Context: an optimization exercise on an open-source flow, tuned for small area. The choices shown serve that exercise and are no tape-out recipe. The RTL was checked by simulation tests, not by an equivalence proof against the original design. No run shown here takes its clock network from TritonCTS; it comes from the design's own scripts or RTL. The clock port is modelled as an ideal driver, which makes a skipped or thinned clock tree look cheaper than it is; a real chip needs a root buffer or a tree. Power figures rest on the tool's default switching activity, not on a simulated workload.

`flow/cts1.tcl`:
```
# Clock tree of one buffer: the clock port drives a single clock buffer, which
# drives every flip-flop clock pin. Reads 3_place.odb, writes 4_1_cts.odb and
# 4_cts.sdc in RESULTS_DIR.
set P $::env(PLATFORM_DIR)
set R $::env(RESULTS_DIR)
read_lef $P/lef/sky130_fd_sc_hd.tlef
read_lef $P/lef/sky130_fd_sc_hd_merged.lef
read_liberty $P/lib/sky130_fd_sc_hd__tt_025C_1v80.lib
read_db $R/3_place.odb
read_sdc $R/3_place.sdc
source $P/setRC.tcl

set bufcell $::env(CTS1_BUF)
set block [ord::get_db_block]
set clknet [$block findNet clk]
set sinks {}
foreach it [$clknet getITerms] { lappend sinks $it }
set db [ord::get_db]
set k $::env(CTS1_K)
# sink locations
set pts {}
foreach it $sinks {
  set bb [[$it getInst] getBBox]
  lappend pts [list [expr {([$bb xMin] + [$bb xMax]) / 2}] [expr {([$bb yMin] + [$bb yMax]) / 2}]]
}
set n [llength $pts]
# k-means, seeded with sinks spread along the sorted order
set order [lsort -integer -index 0 [lmap p $pts {lindex $p 0}]]
set cent {}
set srt [lsort -real -index 0 $pts]
for {set c 0} {$c < $k} {incr c} { lappend cent [lindex $srt [expr {int(($c + 0.5) * $n / $k)}]] }
# balanced k-means: each cluster takes at most ceil(n/k) sinks
set cap [expr {($n + $k - 1) / $k}]
for {set iter 0} {$iter < 30} {incr iter} {
  set pairs {}
  set i 0
  foreach p $pts {
    for {set c 0} {$c < $k} {incr c} {
      lappend pairs [list [expr {abs([lindex $p 0] - [lindex $cent $c 0]) + abs([lindex $p 1] - [lindex $cent $c 1])}] $i $c]
    }
    incr i
  }
  set asg [lrepeat $n -1]
  set size [lrepeat $k 0]
  foreach pr [lsort -real -index 0 $pairs] {
    lassign $pr d i c
    if {[lindex $asg $i] >= 0 || [lindex $size $c] >= $cap} { continue }
    lset asg $i $c
    lset size $c [expr {[lindex $size $c] + 1}]
  }
  set newc {}
  for {set c 0} {$c < $k} {incr c} {
    set x 0; set y 0; set m 0
    foreach p $pts a $asg { if {$a == $c} { set x [expr {$x + [lindex $p 0]}]; set y [expr {$y + [lindex $p 1]}]; incr m } }
    if {$m == 0} { lappend newc [lindex $cent $c] } else { lappend newc [list [expr {$x / $m}] [expr {$y / $m}]] }
  }
  set cent $newc
}
for {set c 0} {$c < $k} {incr c} {
  set net($c) [odb::dbNet_create $block clknet_leaf_$c]
  $net($c) setSigType CLOCK
  set b [odb::dbInst_create $block [$db findMaster $bufcell] clkbuf_leaf_$c]
  [$b findITerm A] connect $clknet
  [$b findITerm X] connect $net($c)
  $b setLocation [expr {int([lindex $cent $c 0])}] [expr {int([lindex $cent $c 1])}]
  $b setPlacementStatus PLACED
}
foreach it $sinks a $asg {
  $it disconnect
  $it connect $net($a)
}
puts "cts1: $n clock sinks on $k $bufcell: [lsort $asg]"
set_dont_use $::env(DONT_USE_CELLS)
detailed_placement
check_placement -verbose
set_propagated_clock [all_clocks]
estimate_parasitics -placement
set mx 0
foreach pin [all_registers -clock_pins -edge_triggered] {
  foreach edge {rise fall} { foreach an {min max} {
    set sl [get_property $pin slew_${an}_$edge]
    set mx [expr {max($mx, [sta::time_ui_sta $sl] * 1e12)}]
  } }
}
puts "cts1: worst clock pin slew $mx ps"
set f [open $::env(CTS1_RESULT) w]
puts $f [expr {$mx <= $::env(CTS1_MAX_SLEW_PS) ? "ok" : "fail"}]
close $f
report_worst_slack -max
report_worst_slack -min
write_db $R/4_1_cts.odb
write_sdc $R/4_cts.sdc
```
`flow/area3.abc`:
```
strash
ifraig
dc2
dch -f
amap -m -F 4 -A 8 -E 0.01
topo
```
`flow/run.sh`:
```
#!/bin/bash
# Own layout flow: the standard flow (standard.sh) with these changes, none of
# which touches the registers, the floorplan rules or the constraints:
#  1. synthesis: the standard synthesis runs first; then the same synthesis runs
#     again with an area-oriented ABC script and without half-adder extraction.
#     Its netlist is kept only if its flip-flops (names and cell types) are
#     exactly the standard synthesis's; otherwise the standard netlist is used.
#  2. port buffers are buf_1 instead of the 10 um2 delay buffer buffer_ports picks;
#  3. after the placement resize, combinational cells go to their smallest drive
#     strength and repair_design fixes any slew/cap violation (flow/downsize.tcl);
#  4. clock tree: the clock port drives a few buffers, each driving the
#     flip-flops of one placement cluster (flow/cts1.tcl); the smallest buffer
#     set whose clock-pin slew estimate is under CTS1_MAX_SLEW_PS is kept.
# Each tool's output goes to a log file in this folder.
set -euo pipefail
W=$(pwd)
R=$W/orfs/results/sky130hd/Circuit/base
export BUFFER_PORTS_ARGS="-buffer_cell sky130_fd_sc_hd__buf_1"
export POST_RESIZE_TCL="$W/flow/downsize.tcl"
CTS1_MAX_SLEW_PS=118

bash standard.sh synth > flow_1_std_synth.log 2>&1
cp $R/1_2_yosys.v $W/std_1_2_yosys.v
cp $R/1_synth.odb $W/std_1_synth.odb 2>/dev/null || true
python3 flow/regs.py $W/std_1_2_yosys.v | sort > std_regs.txt

rm -f $R/1_2_yosys.v $R/1_synth.odb $R/1_synth.sdc $R/1_2_yosys.sdc
if bash standard.sh SYNTH_SCRIPT=$W/flow/my_synth.tcl ADDER_MAP_FILE= synth > flow_2_area_synth.log 2>&1 \
   && python3 flow/regs.py $R/1_2_yosys.v | sort > area_regs.txt \
   && cmp -s std_regs.txt area_regs.txt && [ -s area_regs.txt ]; then
  echo "using area synthesis" > synth_choice.log
else
  echo "using standard synthesis" > synth_choice.log
  rm -f $R/1_2_yosys.v $R/1_synth.odb $R/1_synth.sdc $R/1_2_yosys.sdc
  bash standard.sh synth > flow_2b_std_synth.log 2>&1
fi

bash standard.sh place > flow_3_place.log 2>&1
# Try clock buffer sets from the smallest area up; keep the first whose worst
# flip-flop clock-pin slew (placement estimate) is at most CTS1_MAX_SLEW_PS.
for cfg in buf_4:4 buf_6:3 buf_4:5 clkbuf_8:3 buf_6:4 clkbuf_8:4 clkbuf_8:5 clkbuf_16:4; do
  b=${cfg%:*}; k=${cfg#*:}
  PLATFORM_DIR=$FLOW_HOME/platforms/sky130hd RESULTS_DIR=$R CTS1_K=$k CTS1_BUF=sky130_fd_sc_hd__$b \
    CTS1_MAX_SLEW_PS=$CTS1_MAX_SLEW_PS CTS1_RESULT=$W/cts1_result.txt \
    DONT_USE_CELLS="sky130_fd_sc_hd__probe_p_8 sky130_fd_sc_hd__probec_p_8" \
    openroad -no_init -exit flow/cts1.tcl > flow_4_cts1_${b}_$k.log 2>&1
  if [ "$(cat $W/cts1_result.txt)" = ok ]; then echo "$b x$k" > cts1_choice.log; break; fi
done
cp $R/4_1_cts.odb $R/4_cts.odb
touch $R/4_cts.sdc
bash standard.sh finish > flow_5_finish.log 2>&1
```
`constraint.sdc`:
```
create_clock -name core_clock -period 10.0 [get_ports {clk}]
set_input_delay 2.0000 -clock core_clock [delete_from_list [all_inputs] [get_ports {clk}]]
set_output_delay 2.0000 -clock core_clock [all_outputs]
set_load 0.01 [all_outputs]
```
`config.mk`:
```
export PLATFORM = sky130hd
export DESIGN_NAME = Circuit
export DESIGN_NICKNAME = Circuit
export VERILOG_FILES = /design/flow/design.v
export SDC_FILE = /design/flow/constraint.sdc
export NUM_CORES = 4
export LEC_CHECK = 0
export CAP_MARGIN = 20
export CORE_MARGIN = 2
export CORE_UTILIZATION = 40
export SLEW_MARGIN = 20
```
`standard.sh`:
```
#!/bin/bash
# synth_recipe.tcl (not shown) runs the flow's synth.tcl, then flattens the netlist and writes it again
# the make line also repeats each setting of config.mk as NAME=value (left out here)
make -C /OpenROAD-flow-scripts/flow DESIGN_CONFIG=/design/flow/config.mk WORK_HOME=/design/flow/orfs CLKGATE_MAP_FILE= SYNTH_SCRIPT=/design/flow/synth_recipe.tcl "${@:-finish}"
```
`flow/downsize.tcl`:
```
# Post-resize hook: put every combinational cell at its smallest drive strength,
# then let repair_design fix any slew/cap violation this leaves.
set block [ord::get_db_block]
set db [ord::get_db]
set masters {}
foreach lib [$db getLibs] {
  foreach m [$lib getMasters] { dict set masters [$m getName] $m }
}
set dont_use [split $::env(DONT_USE_CELLS)]
set n 0
foreach inst [$block getInsts] {
  set name [[$inst getMaster] getName]
  if {![regexp {^(sky130_fd_sc_hd__[a-z0-9]+)_([0-9]+)$} $name -> base drv]} { continue }
  if {[regexp {__(df|dl|sdf|edf|tap|fill|decap|conb|clk|dly|buf|probe|lpflow)} $base]} { continue }
  set best $name
  set bestA [expr {[[$inst getMaster] getWidth]}]
  foreach cand [dict keys $masters ${base}_*] {
    if {![regexp "^${base}_\[0-9\]+\$" $cand]} { continue }
    if {[lsearch -exact $dont_use $cand] >= 0} { continue }
    set w [[dict get $masters $cand] getWidth]
    if {$w < $bestA || ($w == $bestA && $cand eq "${base}_1")} { set best $cand; set bestA $w }
  }
  if {$best ne $name} {
    replace_cell [$inst getName] $best
    incr n
  }
}
puts "downsize: replaced $n cells"

# A buffer that only feeds flip-flop asynchronous set/reset pins from an
# inverter (the reset tree repair_design builds) is removed; the inverter,
# as inv_2 (same area as inv_1), drives those pins itself.
set todo {}
foreach inst [$block getInsts] {
  if {![string match sky130_fd_sc_hd__buf_* [[$inst getMaster] getName]]} { continue }
  set in [[$inst findITerm A] getNet]
  set out [[$inst findITerm X] getNet]
  if {$in eq "NULL" || $out eq "NULL" || [llength [$out getBTerms]] > 0} { continue }
  set ok 1
  foreach it [$out getITerms] {
    if {[$it getInst] eq $inst} { continue }
    if {[lsearch -exact {RESET_B SET_B} [[$it getMTerm] getName]] < 0} { set ok 0 }
  }
  set drv ""
  foreach it [$in getITerms] { if {[$it isOutputSignal]} { set drv [$it getInst] } }
  if {$ok && $drv ne "" && [llength [$in getITerms]] == 2 &&
      [regexp {__(clk)?inv_[0-9]+$} [[$drv getMaster] getName]]} {
    lappend todo [list $inst $drv $in $out]
  }
}
foreach t $todo {
  lassign $t inst drv in out
  foreach it [$out getITerms] {
    if {[$it getInst] eq $inst} { continue }
    $it disconnect
    $it connect $in
  }
  set bname [$inst getName]
  odb::dbInst_destroy $inst
  odb::dbNet_destroy $out
  replace_cell [$drv getName] sky130_fd_sc_hd__inv_2
  puts "downsize: removed reset buffer $bname; [$drv getName] is now inv_2"
}
estimate_parasitics -placement
repair_design
```
`flow/area1.abc`:
```
strash
ifraig
dc2
dch -f
amap -m -F 4 -A 8
strash
dch -f
amap -m -F 4 -A 8
topo
```
`flow/area8.abc`:
```
strash
dc2
dch
amap -m -F 2 -A 4
strash
dch -f
amap -m -F 8 -A 16
topo
```
`flow/area2.abc`:
```
strash
ifraig
dc2
dch -f
if -K 4
mfs2 -W 4
strash
dch -f
amap -m -F 4 -A 8
strash
dch -f
amap -m -F 4 -A 8
topo
```
`design.v`:
```
module Circuit (
    input clk,
    input entry_sensor,
    input exit_sensor,
    input [1:0] switch,
    input reset,
    output [3:0] parking_slots,
    output door_open_light,
    output full_light,
    output [2:0] capacity,
    output [2:0] best_place,
    output [7:0] sev_data,
    output [4:0] sev_sel
);
  wire odd, ent, ext, fe, fx, en_2Hz, en_1Hz, pulse, fullent;
  wire [3:0] state;
  PkDeb u_de (.clk(clk), .reset(reset), .b(entry_sensor), .fire(fe));
  PkDeb u_dx (.clk(clk), .reset(reset), .b(exit_sensor), .fire(fx));
  PkPhase u_ph (.clk(clk), .reset(reset), .fe(fe), .fx(fx), .odd(odd), .ent(ent), .ext(ext));
  PkDiv u_div (.clk(clk), .reset(reset), .c0(odd), .en_2Hz(en_2Hz), .en_1Hz(en_1Hz));
  PkFsm u_fsm (.clk(clk), .reset(reset), .ent(ent), .ext(ext), .switch(switch),
               .state(state), .pulse(pulse), .fullent(fullent));
  assign parking_slots = state;
  PkCap u_cap (.state(state), .capacity(capacity), .best_place(best_place));
  PkDoor u_door (.clk(clk), .reset(reset), .en(en_2Hz), .trig(pulse), .led(door_open_light));
  PkFull u_full (.clk(clk), .reset(reset), .en(en_1Hz), .trig(fullent), .led(full_light));
  PkDisp u_disp (.clk(clk), .reset(reset), .capacity(capacity), .best_place(best_place),
                 .sev_data(sev_data), .sev_sel(sev_sel));
endmodule
module PkDiv (input clk, input reset, input c0, output en_2Hz, output en_1Hz);
  reg [4:1] c;
  reg [6:0] l;
  wire lt = (l[5:0] == 6'h2a);
  wire lfb = (l[0] ^ l[6]) & ~lt;
  always @(posedge clk or posedge reset) begin
    if (reset) begin
      c <= 4'd0;
      l <= 7'h54;
    end else begin
      c <= c + {3'd0, c0};
      l <= {l[5:0], lfb};
    end
  end
  wire lt7 = lt & c0 & c[1] & c[2];
  assign en_2Hz = lt7 & ~c[3];
  assign en_1Hz = lt7 & c[3] & ~c[4];
endmodule
module PkPhase (input clk, input reset, input fe, input fx, output odd, output ent, output ext);
  reg u, v;
  assign odd = u & v;
  assign ent = u & ~v;
  assign ext = ~u & v;
  always @(posedge clk or posedge reset) begin
    if (reset) begin
      u <= 1'b0; v <= 1'b0;
    end else begin
      u <= ~odd | (fe & ~fx);
      v <= ~odd | (fx & ~fe);
    end
  end
endmodule
module PkDeb (input clk, input reset, input b, output fire);
  reg [1:0] g;
  assign fire = g[1] & ~g[0];
  always @(posedge clk or posedge reset) begin
    if (reset) g <= 2'b00;
    else g <= {~b & g[0], ~b & ~g[1]};
  end
endmodule
module PkFsm (input clk, input reset, input ent, input ext, input [1:0] switch,
              output reg [3:0] state, output reg pulse, output fullent);
  wire full = &state;
  wire [3:0] clr = {4{ext}} & (4'b0001 << switch);
  wire [3:0] set = {ent & (&state[2:0]), ent & (&state[1:0]), ent & state[0], ent};
  assign fullent = ent & full;
  always @(posedge clk or posedge reset) begin
    if (reset) begin
      state <= 4'd0;
      pulse <= 1'b0;
    end else begin
      state <= (state | set) & ~clr;
      pulse <= (ent & ~full) | |(state & clr);
    end
  end
endmodule
module PkCap (input [3:0] state, output [2:0] capacity, output [2:0] best_place);
  assign capacity[0] = ^state;
  assign capacity[1] = ((state[0] ^ state[1]) & (state[2] ^ state[3])) |
                       ((state[0] | state[1]) ^ (state[2] | state[3]));
  assign capacity[2] = ~(|state);
  assign best_place[2] = &state;
  assign best_place[1] = state[0] & state[1] & ~(state[2] & state[3]);
  assign best_place[0] = state[0] & (~state[1] | state[2]);
endmodule
module PkDoor (input clk, input reset, input en, input trig, output reg led);
  reg tl;
  reg [1:0] p;
  wire idle = ~(p[1] | p[0]);
  always @(posedge clk or posedge reset) begin
    if (reset) begin
      tl <= 1'b0; led <= 1'b0; p <= 2'b00;
    end else begin
      if (trig) tl <= 1'b1;
      else if (en & idle) tl <= 1'b0;
      if (en) begin
        if (idle) begin
          led <= tl;
          p <= {tl, 1'b0};
        end else begin
          led <= ~led & ~p[0];
          if (~led) p <= {1'b0, p[1]};
        end
      end
    end
  end
endmodule
module PkFull (input clk, input reset, input en, input trig, output reg led);
  reg tl;
  reg [1:0] p;
  wire idle = ~(p[1] | p[0]);
  always @(posedge clk or posedge reset) begin
    if (reset) begin
      tl <= 1'b0; led <= 1'b0; p <= 2'b00;
    end else begin
      if (trig) tl <= 1'b1;
      else if (en & idle) tl <= 1'b0;
      if (en) begin
        if (idle) begin
          led <= tl;
          p <= {tl, tl};
        end else begin
          led <= ~led & ~(p == 2'b01);
          if (~led) p <= p - 2'd1;
        end
      end
    end
  end
endmodule
module PkDisp (input clk, input reset, input [2:0] capacity, input [2:0] best_place,
               output reg [7:0] sev_data, output [4:0] sev_sel);
  reg [9:0] r;
  wire tick = ((r & 10'h0ef) == 10'h026);
  wire rfb = (r[8] ^ r[9]) & ~tick;
  reg [3:0] q;
  wire blank = (q[2:0] == (3'd4));
  always @(posedge clk or posedge reset) begin
    if (reset) begin
      r <= 10'h04c;
      q <= {1'b0, 3'd5};
    end else begin
      r <= {r[8:0], rfb};
      if (tick) begin
        if (blank) q[2:0] <= (q[3] ? capacity : best_place) ^ 3'd3;
        else begin
          q[3] <= ~q[3];
          q[2:0] <= 3'd4;
        end
      end
    end
  end
  wire [2:0] v = q[2:0] ^ 3'd3;
  wire ab = v[2] & v[1];
  assign sev_sel = {1'b0, q[3] & ab & v[0], q[3] & ~ab, ~q[3] & ab & v[0], ~q[3] & ~ab};
  always @(*) begin
    case (q[2:0])
      3'd3: sev_data = 8'b00111111;
      3'd2: sev_data = 8'b00000110;
      3'd1: sev_data = 8'b01011011;
      3'd0: sev_data = 8'b01001111;
      3'd7: sev_data = 8'b01100110;
      3'd6: sev_data = 8'b01101101;
      3'd5: sev_data = 8'b00000000;
      3'd4: sev_data = 8'b00000000;
    endcase
  end
endmodule
```
`flow/my_synth.tcl`:
```
# The standard flow's synthesis script (../synth_recipe.tcl), with ABC run on area-oriented
# scripts (flow/area*.abc) instead of ORFS's speed script: each script maps the
# logic and the smallest result is kept. Registers are mapped before ABC, so they
# come out the same as in the standard synthesis.
set ::my_flow_dir [file dirname [file normalize [info script]]]
proc abc {args} {
  set lib ""
  set i [lsearch -exact $args -liberty]
  if {$i >= 0} { set lib [lindex $args [expr {$i + 1}]] }
  set j [lsearch -exact $args -constr]
  if {$j >= 0} { set args [lreplace $args $j [expr {$j + 1}]] }
  set k [lsearch -exact $args -script]
  yosys design -save my_pre_abc
  set best ""
  set bestA 1e18
  foreach s [lsort [glob -directory $::my_flow_dir area*.abc]] {
    yosys design -load my_pre_abc
    set a $args
    if {$k >= 0} { lset a [expr {$k + 1}] $s }
    yosys abc {*}$a
    set rpt [file join $::env(OBJECTS_DIR) my_abc_stat.txt]
    yosys tee -q -o $rpt stat -liberty $lib
    set f [open $rpt r]; set txt [read $f]; close $f
    set area 1e18
    regexp {Chip area for module[^:]*:\s*([0-9.]+)} $txt -> area
    puts "my_synth: [file tail $s] area $area"
    if {$area < $bestA} { set bestA $area; set best $s; yosys design -save my_best_abc }
  }
  puts "my_synth: kept [file tail $best] ($bestA)"
  yosys design -load my_best_abc
}
source [file join [file dirname $::my_flow_dir] synth_recipe.tcl]
```
`flow/regs.py`:
```
# Print "name celltype" for every flip-flop in a netlist (drive strength dropped).
import re, sys
t = open(sys.argv[1]).read()
for typ, name in re.findall(r'^\s*(sky130_fd_sc_hd__(?:df|sdf|edf)\w*?)_\d+\s+(\S+)\s*\(', t, re.M):
    print(name, typ)
```
`flow/area4.abc`:
```
strash
dc2
dch -f
amap -m -F 4 -A 8
strash
dch -f
amap -m -F 4 -A 8
strash
dch -f
amap -m -F 4 -A 8
topo
```
==> reports/qor.txt, run 1 <==
Status = complete, no violations
Final non-filler cell total = 260
GPL Wtd Cong = 0.749
Placed cell areas = 1920 um2
Leak pwr = 0.823 nW
Cell variety after synth = 28
Setup TNS = 0 ns
Slew HR = 0.429
Initial antenna violation count = 0
Pin count of the biggest net entering global routing = 45
Setup Skew = 0.0161 ns
Total power = 0.369 mW
Global route total overflow = 0
Final setup fails = 0
DR iter-0 viols = 53
Final Net Count = 216
Vias in the first global route = 1218
Die area = 4960 um2
Final instance area = 1950 um2
Worst setup slack after placement = 6.67 ns
ANT nets after route = 0
Die width = 70.4 um
Die height = 70.4 um
Type of destination of the critical path = output port
CP Launch Type = flip-flop
Fmax = 286 MHz
Core region area = 4290 um2
Top-Level Pins = 31
N_diodes = 0
Yosys reg bits = 44
Final Util = 0.454
Worst EP required = 8.00 ns
Starting density of the core = 0.411
RSZ-0062 raised after global routing = false
IO buf count = 28
Slew at the pin closest to its max-slew limit = 0.855 ns
Core Rows = 24
Post-synthesis cell count = 179
Global routing's busiest layer = met2
Via Count = 1275
First-pass GRT wire length = 5.28 mm
Sequential area share after synthesis = 0.630
Final Max Tran Viols = 0
DRC Markers = 0
Clk pin slew, worst setup/hold paths = 0.09 ns
Post-DR wirelength/cell = 11.2 um
Cell Pwr Density = 189 nW/um2
Fin crit period = 3.50 ns
Vias/cell = 4.90
Tcrit/Tclk final = 0.350
Worst Path Arrival = 1.50 ns
Gr usage total = 0.124
Drt total wl = 2.90 mm
Post-Synthesis Cell Area = 1760 um2
Final Hold Fails = 0
Met2 Usage GRT = 0.195
Fraction of layout cells with a size suffix above 1 = 0.0625
Worst skew pair latency = 0.13 ns
Hold crit path type = flip-flop to flip-flop
TritonRoute pass-1 iters = 4
Yosys warnings = 7
Max cap viols = 0
GR Util met3 = 0.0130
Worst setup margin = 6.50 ns
Worst-case vdd ir drop = 83.4 uV
Crit Path Max Fanout = 7
Met1 global-route usage = 0.188
Hold WS = 0.360 ns
Critical path class = flip-flop to output port
Avg Inst Size Synth = 9.86 um2
Final HPWL DP = 2.15 mm
Dpl cells = 257
P&R area growth vs syn = 10.5%
[flip-flops by register name (all words and copies together), names as in the netlist]
register     flops
u_door.tl        1
u_door.p         2
u_full.tl        1
u_disp.r        10
u_ph.u           1
u_door.led       1
u_div.c          4
u_disp.q         4
u_dx.g           2
u_full.led       1
u_full.p         2
u_fsm.pulse      1
u_div.l          7
u_fsm.state      4
u_ph.v           1
u_de.g           2
[path summary, 6_finish.rpt]
path                                  start          end  slack, ns  depth (start not counted)
worst max-delay path            u_disp.q[2]   sev_sel[3]       6.50                          5
worst min-delay path            u_disp.r[4]  u_disp.r[5]       0.36                          0
worst max register to register   u_div.l[0]  u_door.p[1]       8.15                          7
worst min register to register  u_disp.r[4]  u_disp.r[5]       0.36                          0
max in group asynchronous             reset  u_disp.r[5]       7.44                          2
min in group asynchronous             reset   u_div.l[1]       2.01                          2
[power breakdown]
part | leakage, nW | total, mW | internal [mW] | switching, mW
sequential | 0.539 | 0.213 | 0.197 | 0.0162
clock | 0.0182 | 0.0652 | 0.0241 | 0.0411
combinational | 0.266 | 0.0900 | 0.0297 | 0.0602
total | 0.823 | 0.369 | 0.251 | 0.118
[routing by layer]
metal  up-vias  wire (um)
met3         6        103
met5         -          0
met1       591       1500
li1        661          -
met2        17       1240
met4         0         52
[worst max-delay path, stage by stage, from the launching register on]
cell	delay, ns
dfstp_2	0.60
clkinv_1	0.13
nor2_1	0.18
nand2_1	0.13
nor2_1	0.16
buf_1	0.17
[layout by cell type, fill, tap and decap left out, types with 2 or more instances in the layout]
cell	count
nor4_1	3
nand3_1	3
buf_1	28
o22ai_1	5
a21oi_1	10
buf_6	3
o22a_1	2
clkinv_1	30
nor3_1	2
dfstp_2	8
conb_1	2
dfrtp_1	36
nand2_1	14
nor2_1	33
o32ai_1	2
or3_1	2
a31oi_1	3
o221ai_1	2
o21ai_1	8
[final cells by class]
class                   instances  area, um2
repair buffers                 29        113
flip-flops and latches         44       1110
fillers                       424       2340
inverters                      31        116
well taps                      52       65.1
multi-input cells             101        510
plain buffers                   3       33.8
[synthesized netlist by cell type]
| library cell | count | area (um2) |
|---|---|---|
| or4_1 | 1 | 7.51 |
| nand4_1 | 1 | 6.26 |
| a22o_1 | 1 | 8.76 |
| and3_1 | 1 | 6.26 |
| clkinv_1 | 31 | 116 |
| o221ai_1 | 2 | 17.5 |
| nand2_1 | 14 | 52.6 |
| nor2_1 | 33 | 124 |
| nand3_1 | 3 | 15.0 |
| o21bai_1 | 1 | 7.51 |
| nand4b_1 | 1 | 8.76 |
| o21a_1 | 1 | 7.51 |
| or3_1 | 2 | 12.5 |
| o22ai_1 | 5 | 31.3 |
| a31oi_1 | 3 | 18.8 |
| dfstp_2 | 8 | 210 |
| o32ai_1 | 2 | 17.5 |
| conb_1 | 1 | 3.75 |
| o22a_1 | 2 | 17.5 |
| a21oi_1 | 10 | 50.1 |
| a222oi_1 | 1 | 10.0 |
| nor4_1 | 3 | 18.8 |
| nor3_1 | 2 | 10.0 |
| o21ai_0 | 8 | 40.0 |
| buf_4 | 4 | 30.0 |
| a22oi_1 | 1 | 7.51 |
| dfrtp_1 | 36 | 901 |
| a211oi_1 | 1 | 7.51 |
[logic make-up after synthesis]
group / count (synthesis) / synth area share
buffers and inverters: 35 / 0.0830
other: 1 / 0.00213
AND/OR/NAND/NOR: 61 / 0.148
flip-flops: 44 / 0.630
AO/OA/AOI/OAI: 38 / 0.137
==> run 2: changes to the inputs <==
==> design.v (replaced) <==
module Circuit (
    input clk,
    input entry_sensor,
    input exit_sensor,
    input [1:0] switch,
    input reset,
    output [3:0] parking_slots,
    output door_open_light,
    output full_light,
    output [2:0] capacity,
    output [2:0] best_place,
    output [7:0] sev_data,
    output [4:0] sev_sel
);
  wire odd, ent, ext, fe, fx, en_2Hz, en_1Hz, pulse, fullent;
  wire [3:0] state;
  PkDeb #(.M(2'h0)) u_de (.clk(clk), .reset(reset), .b(entry_sensor), .fire(fe));
  PkDeb #(.M(2'h0)) u_dx (.clk(clk), .reset(reset), .b(exit_sensor), .fire(fx));
  PkPhase u_ph (.clk(clk), .reset(reset), .fe(fe), .fx(fx), .odd(odd), .ent(ent), .ext(ext));
  PkDiv u_div (.clk(clk), .reset(reset), .c0(odd), .en_2Hz(en_2Hz), .en_1Hz(en_1Hz));
  PkFsm u_fsm (.clk(clk), .reset(reset), .ent(ent), .ext(ext), .switch(switch),
               .state(state), .pulse(pulse), .fullent(fullent));
  assign parking_slots = state;
  PkCap u_cap (.state(state), .capacity(capacity), .best_place(best_place));
  PkDoor u_door (.clk(clk), .reset(reset), .en(en_2Hz), .trig(pulse), .led(door_open_light));
  PkFull u_full (.clk(clk), .reset(reset), .en(en_1Hz), .trig(fullent), .led(full_light));
  PkDisp u_disp (.clk(clk), .reset(reset), .capacity(capacity), .best_place(best_place),
                 .sev_data(sev_data), .sev_sel(sev_sel));
endmodule
module PkDiv (input clk, input reset, input c0, output en_2Hz, output en_1Hz);
  localparam [4:1] MC = 4'h0;
  localparam [6:0] ML = 7'h0;
  reg [4:1] c_q;
  reg [6:0] l_q;
  wire [4:1] c = c_q ^ MC;
  wire [6:0] l = l_q ^ ML;
  wire lt = (l[5:0] == 6'h2a);
  wire lfb = (l[0] ^ l[6]) & ~lt;
  always @(posedge clk or posedge reset) begin
    if (reset) begin
      c_q <= 4'd0 ^ MC;
      l_q <= 7'h54 ^ ML;
    end else begin
      c_q <= (c + {3'd0, c0}) ^ MC;
      l_q <= {l[5:0], lfb} ^ ML;
    end
  end
  wire lt7 = lt & c0 & c[1] & c[2];
  assign en_2Hz = lt7 & ~c[3];
  assign en_1Hz = lt7 & c[3] & ~c[4];
endmodule
module PkPhase (input clk, input reset, input fe, input fx, output odd, output ent, output ext);
  localparam MU = 1'b0;
  localparam MV = 1'b0;
  reg u_q, v_q;
  wire u = u_q ^ MU;
  wire v = v_q ^ MV;
  assign odd = u & v;
  assign ent = u & ~v;
  assign ext = ~u & v;
  always @(posedge clk or posedge reset) begin
    if (reset) begin
      u_q <= MU; v_q <= MV;
    end else begin
      u_q <= (~odd | (fe & ~fx)) ^ MU;
      v_q <= (~odd | (fx & ~fe)) ^ MV;
    end
  end
endmodule
module PkDeb #(parameter [1:0] M = 2'b00) (input clk, input reset, input b, output fire);
  reg [1:0] g_q;
  wire [1:0] g = g_q ^ M;
  assign fire = g[1] & ~g[0];
  always @(posedge clk or posedge reset) begin
    if (reset) g_q <= M;
    else g_q <= {~b & g[0], ~b & ~g[1]} ^ M;
  end
endmodule
module PkFsm (input clk, input reset, input ent, input ext, input [1:0] switch,
              output [3:0] state, output pulse, output fullent);
  localparam [3:0] MS = 4'h0;
  localparam MP = 1'b0;
  reg [3:0] state_q;
  reg pulse_q;
  assign state = state_q ^ MS;
  assign pulse = pulse_q ^ MP;
  wire full = &state;
  wire [3:0] clr = {4{ext}} & (4'b0001 << switch);
  wire [3:0] set = {ent & (&state[2:0]), ent & (&state[1:0]), ent & state[0], ent};
  assign fullent = ent & full;
  always @(posedge clk or posedge reset) begin
    if (reset) begin
      state_q <= MS;
      pulse_q <= MP;
    end else begin
      state_q <= ((state | set) & ~clr) ^ MS;
      pulse_q <= ((ent & ~full) | |(state & clr)) ^ MP;
    end
  end
endmodule
module PkCap (input [3:0] state, output [2:0] capacity, output [2:0] best_place);
  assign capacity[0] = ^state;
  assign capacity[1] = ((state[0] ^ state[1]) & (state[2] ^ state[3])) |
                       ((state[0] | state[1]) ^ (state[2] | state[3]));
  assign capacity[2] = ~(|state);
  assign best_place[2] = &state;
  assign best_place[1] = state[0] & state[1] & ~(state[2] & state[3]);
  assign best_place[0] = state[0] & (~state[1] | state[2]);
endmodule
module PkDoor (input clk, input reset, input en, input trig, output led);
  localparam MT = 1'b1;
  localparam ME = 1'b0;
  localparam [1:0] MP = 2'h2;
  reg tl_q, led_q;
  reg [1:0] p_q;
  wire tl = tl_q ^ MT;
  assign led = led_q ^ ME;
  wire [1:0] p = p_q ^ MP;
  wire idle = ~(p[1] | p[0]);
  wire tl_n = trig | (tl & ~(en & idle));
  wire led_n = en ? (idle ? tl : (~led & ~p[0])) : led;
  wire [1:0] p_n = en ? (idle ? {tl, 1'b0} : (led ? p : {1'b0, p[1]})) : p;
  always @(posedge clk or posedge reset) begin
    if (reset) begin
      tl_q <= MT; led_q <= ME; p_q <= MP;
    end else begin
      tl_q <= tl_n ^ MT; led_q <= led_n ^ ME; p_q <= p_n ^ MP;
    end
  end
endmodule
module PkFull (input clk, input reset, input en, input trig, output led);
  localparam MT = 1'b0;
  localparam ME = 1'b0;
  localparam [1:0] MP = 2'h0;
  reg tl_q, led_q;
  reg [1:0] p_q;
  wire tl = tl_q ^ MT;
  assign led = led_q ^ ME;
  wire [1:0] p = p_q ^ MP;
  wire idle = ~(p[1] | p[0]);
  wire tl_n = trig | (tl & ~(en & idle));
  wire led_n = en ? (idle ? tl : (~led & ~(p == 2'b01))) : led;
  wire [1:0] p_n = en ? (idle ? {tl, tl} : (led ? p : p - 2'd1)) : p;
  always @(posedge clk or posedge reset) begin
    if (reset) begin
      tl_q <= MT; led_q <= ME; p_q <= MP;
    end else begin
      tl_q <= tl_n ^ MT; led_q <= led_n ^ ME; p_q <= p_n ^ MP;
    end
  end
endmodule
module PkDisp (input clk, input reset, input [2:0] capacity, input [2:0] best_place,
               output reg [7:0] sev_data, output [4:0] sev_sel);
  localparam [9:0] MR = 10'h0;
  localparam [3:0] MQ = 4'h5;
  reg [9:0] r_q;
  reg [3:0] q_q;
  wire [9:0] r = r_q ^ MR;
  wire [3:0] q = q_q ^ MQ;
  wire tick = ((r & 10'h0ef) == 10'h026);
  wire rfb = (r[8] ^ r[9]) & ~tick;
  wire blank = (q[2:0] == 3'd4);
  wire [3:0] q_n = ~tick ? q : blank ? {q[3], (q[3] ? capacity : best_place) ^ 3'd3} : {~q[3], 3'd4};
  always @(posedge clk or posedge reset) begin
    if (reset) begin
      r_q <= 10'h04c ^ MR;
      q_q <= 4'b0101 ^ MQ;
    end else begin
      r_q <= {r[8:0], rfb} ^ MR;
      q_q <= q_n ^ MQ;
    end
  end
  wire [2:0] v = q[2:0] ^ 3'd3;
  wire ab = v[2] & v[1];
  assign sev_sel = {1'b0, q[3] & ab & v[0], q[3] & ~ab, ~q[3] & ab & v[0], ~q[3] & ~ab};
  always @(*) begin
    case (q[2:0])
      3'd3: sev_data = 8'b00111111;
      3'd2: sev_data = 8'b00000110;
      3'd1: sev_data = 8'b01011011;
      3'd0: sev_data = 8'b01001111;
      3'd7: sev_data = 8'b01100110;
      3'd6: sev_data = 8'b01101101;
      default: sev_data = 8'b00000000;
    endcase
  end
endmodule
--- a/flow/run.sh
+++ b/flow/run.sh
@@ -2,12 +2,15 @@
 # Own layout flow: the standard flow (standard.sh) with these changes, none of
 # which touches the registers, the floorplan rules or the constraints:
 #  1. synthesis: the standard synthesis runs first; then the same synthesis runs
-#     again with an area-oriented ABC script and without half-adder extraction.
+#     again without half-adder extraction, with ABC trying the area-oriented
+#     scripts flow/area*.abc and keeping the smallest result (flow/my_synth.tcl).
 #     Its netlist is kept only if its flip-flops (names and cell types) are
 #     exactly the standard synthesis's; otherwise the standard netlist is used.
 #  2. port buffers are buf_1 instead of the 10 um2 delay buffer buffer_ports picks;
 #  3. after the placement resize, combinational cells go to their smallest drive
-#     strength and repair_design fixes any slew/cap violation (flow/downsize.tcl);
+#     strength, the reset inverter (as inv_2) drives the flip-flops' reset pins
+#     without the buffer repair_design put after it, and repair_design then
+#     fixes any slew/cap violation (flow/downsize.tcl);
 #  4. clock tree: the clock port drives a few buffers, each driving the
 #     flip-flops of one placement cluster (flow/cts1.tcl); the smallest buffer
 #     set whose clock-pin slew estimate is under CTS1_MAX_SLEW_PS is kept.
==> run 2 against run 1 <==
Still clean. Combinational power grew 4.7%. Cell count rose by 4.2%. Worst setup slack worse by 0.054 ns. Maximum frequency fell by 1.5%. Core utilization is 1.5 points lower. Total power is 1.9% higher.
==> reports/qor.txt, run 2 <==
DRC Markers = 0
Pin count of the biggest net entering global routing = 45
Post-DR wirelength/cell = 12.7 um
Fraction of layout cells with a size suffix above 1 = 0.0647
Final Hold Fails = 0
Post-synthesis cell count = 179
Worst reg2reg setup slack = 8.29 ns
Setup TNS = 0 ns
CP peak stage delay = 0.46 ns
Vias in the first global route = 1263
Slew at the pin closest to its max-slew limit = 0.896 ns
Drt total wl = 3.45 mm
Final instance area = 2210 um2
Synth area leaders = dfrtp_1, dfstp_2, ha_1, nor2b_1, xnor2_1
Avg Inst Size Synth = 11.6 um2
Max reg flops = 10
Die height = 75.9 um
GPL Wtd Cong = 0.712
Share of the synthesized area in the top cell type = 0.435
Core Rows = 26
Worst-case vdd ir drop = 97.8 uV
Post-synthesis cell type with the largest combined area = dfrtp_1
Reg with most FFs = u_disp.r_q
Ys async rst share = 1.00
Die area = 5770 um2
Crit-path cells = inv_1, ha_1, ha_1, or2_1, buf_1
Placed cell areas = 2180 um2
Global route total overflow = 0
Gr usage total = 0.118
Worst skew pair latency = 0.13 ns
Cell variety after synth = 45
Final Util = 0.439
Die width = 75.9 um
Vias/cell = 5.13
Post-synth top flop = dfrtp_1
Final HPWL DP = 2.50 mm
N_diodes = 0
Fin crit period = 3.55 ns
Type of destination of the critical path = output port
Cell Pwr Density = 170 nW/um2
Initial antenna violation count = 0
Max cap viols = 0
Critical path class = flip-flop to output port
Yosys reg bits = 44
Status = complete, no violations
Biggest regs = u_disp.r_q x10, u_div.l_q x7
First-pass GRT wire length = 5.87 mm
Yosys warnings = 7
Crit Path Max Fanout = 7
Slew HR = 0.402
Slowest CP cell = dfrtp_1
P&R area growth vs syn = 7.01%
Clk pin slew, worst setup/hold paths = 0.09 ns
Tcrit/Tclk final = 0.355
Fmax = 281 MHz
Post-synth EDFFs = 0
Worst EP required = 8.00 ns
Most frequent cells in the layout = dfrtp_1, buf_1, nor2_1
CP Launch Type = flip-flop
Final Net Count = 217
Hold crit path type = flip-flop to flip-flop
DR iter-0 viols = 92
Starting density of the core = 0.410
Worst path most repeated cell = ha_1
Setup Skew = 0.0134 ns
Post-synth top cells = dfrtp_1, inv_1, nor2_1
Leak pwr = 0.975 nW
Count leader, synth = dfrtp_1
Sequential area share after synthesis = 0.537
Worst Path Arrival = 1.55 ns
Post-Synthesis Cell Area = 2070 um2
Commonest non-fill, non-tap cell in the layout = dfrtp_1
Final setup fails = 0
IO buf count = 28
Top-Level Pins = 31
ANT nets after route = 0
TritonRoute pass-1 iters = 4
RSZ-0062 raised after global routing = false
Final Max Tran Viols = 0
Via Count = 1390
Core region area = 5040 um2
-- run 2: cell types whose count changed in the layout (fill, tap and decap cells not counted), moves of 5 or more --
cell | previous run | this run
clkinv_1 | 30 | 0
nor2_1 | 33 | 11
inv_1 | 0 | 10
nor2b_1 | 0 | 9
ha_1 | 0 | 8
nand2_1 | 14 | 7
nand4_1 | 1 | 6
o22ai_1 | 5 | 0
xnor2_1 | 0 | 5
-- run 2: layer usage --
| layer | part of all wire | up-vias | wire (um) | GRT usage |
|---|---|---|---|---|
| met5 | 0 | - | 0 | 0 |
| met4 | 0.013 | 0 | 44 | 0.0145 |
| met2 | 0.45 | 18 | 1560 | 0.192 |
| met1 | 0.51 | 692 | 1750 | 0.181 |
| li1 | - | 676 | - | - |
| met3 | 0.026 | 4 | 90 | 0.00714 |
-- run 2: critical path: cells and delay by family, from the launching register on --
kind	cells	cell delay [ns]
flops	1	0.46
simple gates	1	0.24
fa+ha+maj	2	0.49
buf+inv	2	0.24
-- run 2: layout make-up --
class	instances	area, um2
inverters	11	41.3
plain buffers	3	33.8
well taps	70	87.6
multi-input cells	115	836
flip-flops and latches	44	1110
repair buffers	28	105
fillers	494	2830
-- run 2: where the power goes --
part / total (mW) / leakage (nW) / switching (mW) / internal, mW
clock: 0.0671 / 0.0182 / 0.0429 / 0.0241
combinational: 0.0942 / 0.400 / 0.0518 / 0.0424
sequential: 0.214 / 0.556 / 0.0209 / 0.193
-- run 2: worst paths after layout --
kind / startpoint / to / cells after the start
setup / recovery: u_fsm.state_q[0] / capacity[1] / 5
hold / removal: u_disp.r_q[4] / u_disp.r_q[5] / 0
setup reg to reg: u_fsm.state_q[0] / u_disp.q_q[1] / 6
hold reg to reg: u_disp.r_q[4] / u_disp.r_q[5] / 0
max in group asynchronous: reset / u_div.c_q[3] / 2
min in group asynchronous: reset / u_div.l_q[3] / 2
-- run 2: stage by stage --
stage	instances	hold WS, ns	total power, mW	setup WS (ns)
6_report	271	0.362	0.376	6.45
5_1_grt	271	0.380	0.405	6.34
3_5_place_dp	268	0.337	0.313	6.60
3_3_place_gp	269	0.333	0.315	6.57
2_1_floorplan	180	0.331	0.290	6.66
-- run 2: cell families (layout without fill, tap and decap cells) --
logic type                 count (synthesis)  after routing  share of synthesized area
other                                      1              2                    0.00181
and+or+nand+nor                           59             59                      0.189
xor gates and xnor gates                   7              7                     0.0296
DFF                                       44             44                      0.537
adders and majority gates                  8              8                     0.0484
buffers and inverters                     21             42                     0.0484
muxes                                      6              6                     0.0363
AOI/OAI and AO/OA                         33             33                      0.110

==> port drivers added, routing unchanged <==
How much do the figures lean on ideal ports? The routed layouts below were timed once more, with nothing changed but the port constraints.
Step 1, drivers: a clkbuf_16 drives clk and a buf_2 each remaining input, both assumed.
Step 2 also shifts input and output timing later by t, the mid clock arrival at the registers, as if the neighbouring blocks saw the same clock.
a / b / c = ideal / step 1 / step 2; a / b = the first two.
run | shift t [ns] | slack for setup (ns) | worst setup path after step 2 | worst register clock-pin slew, ns | cell pins on the clock port's net
run 1 | 0.171 | 6.499 / 6.450 / 6.621 | register to output | 0.10 / 0.10 | 3
run 2 | 0.175 | 6.446 / 6.397 / 6.572 | register to output | 0.11 / 0.11 | 3
After both steps setup and hold are still met in every run listed.
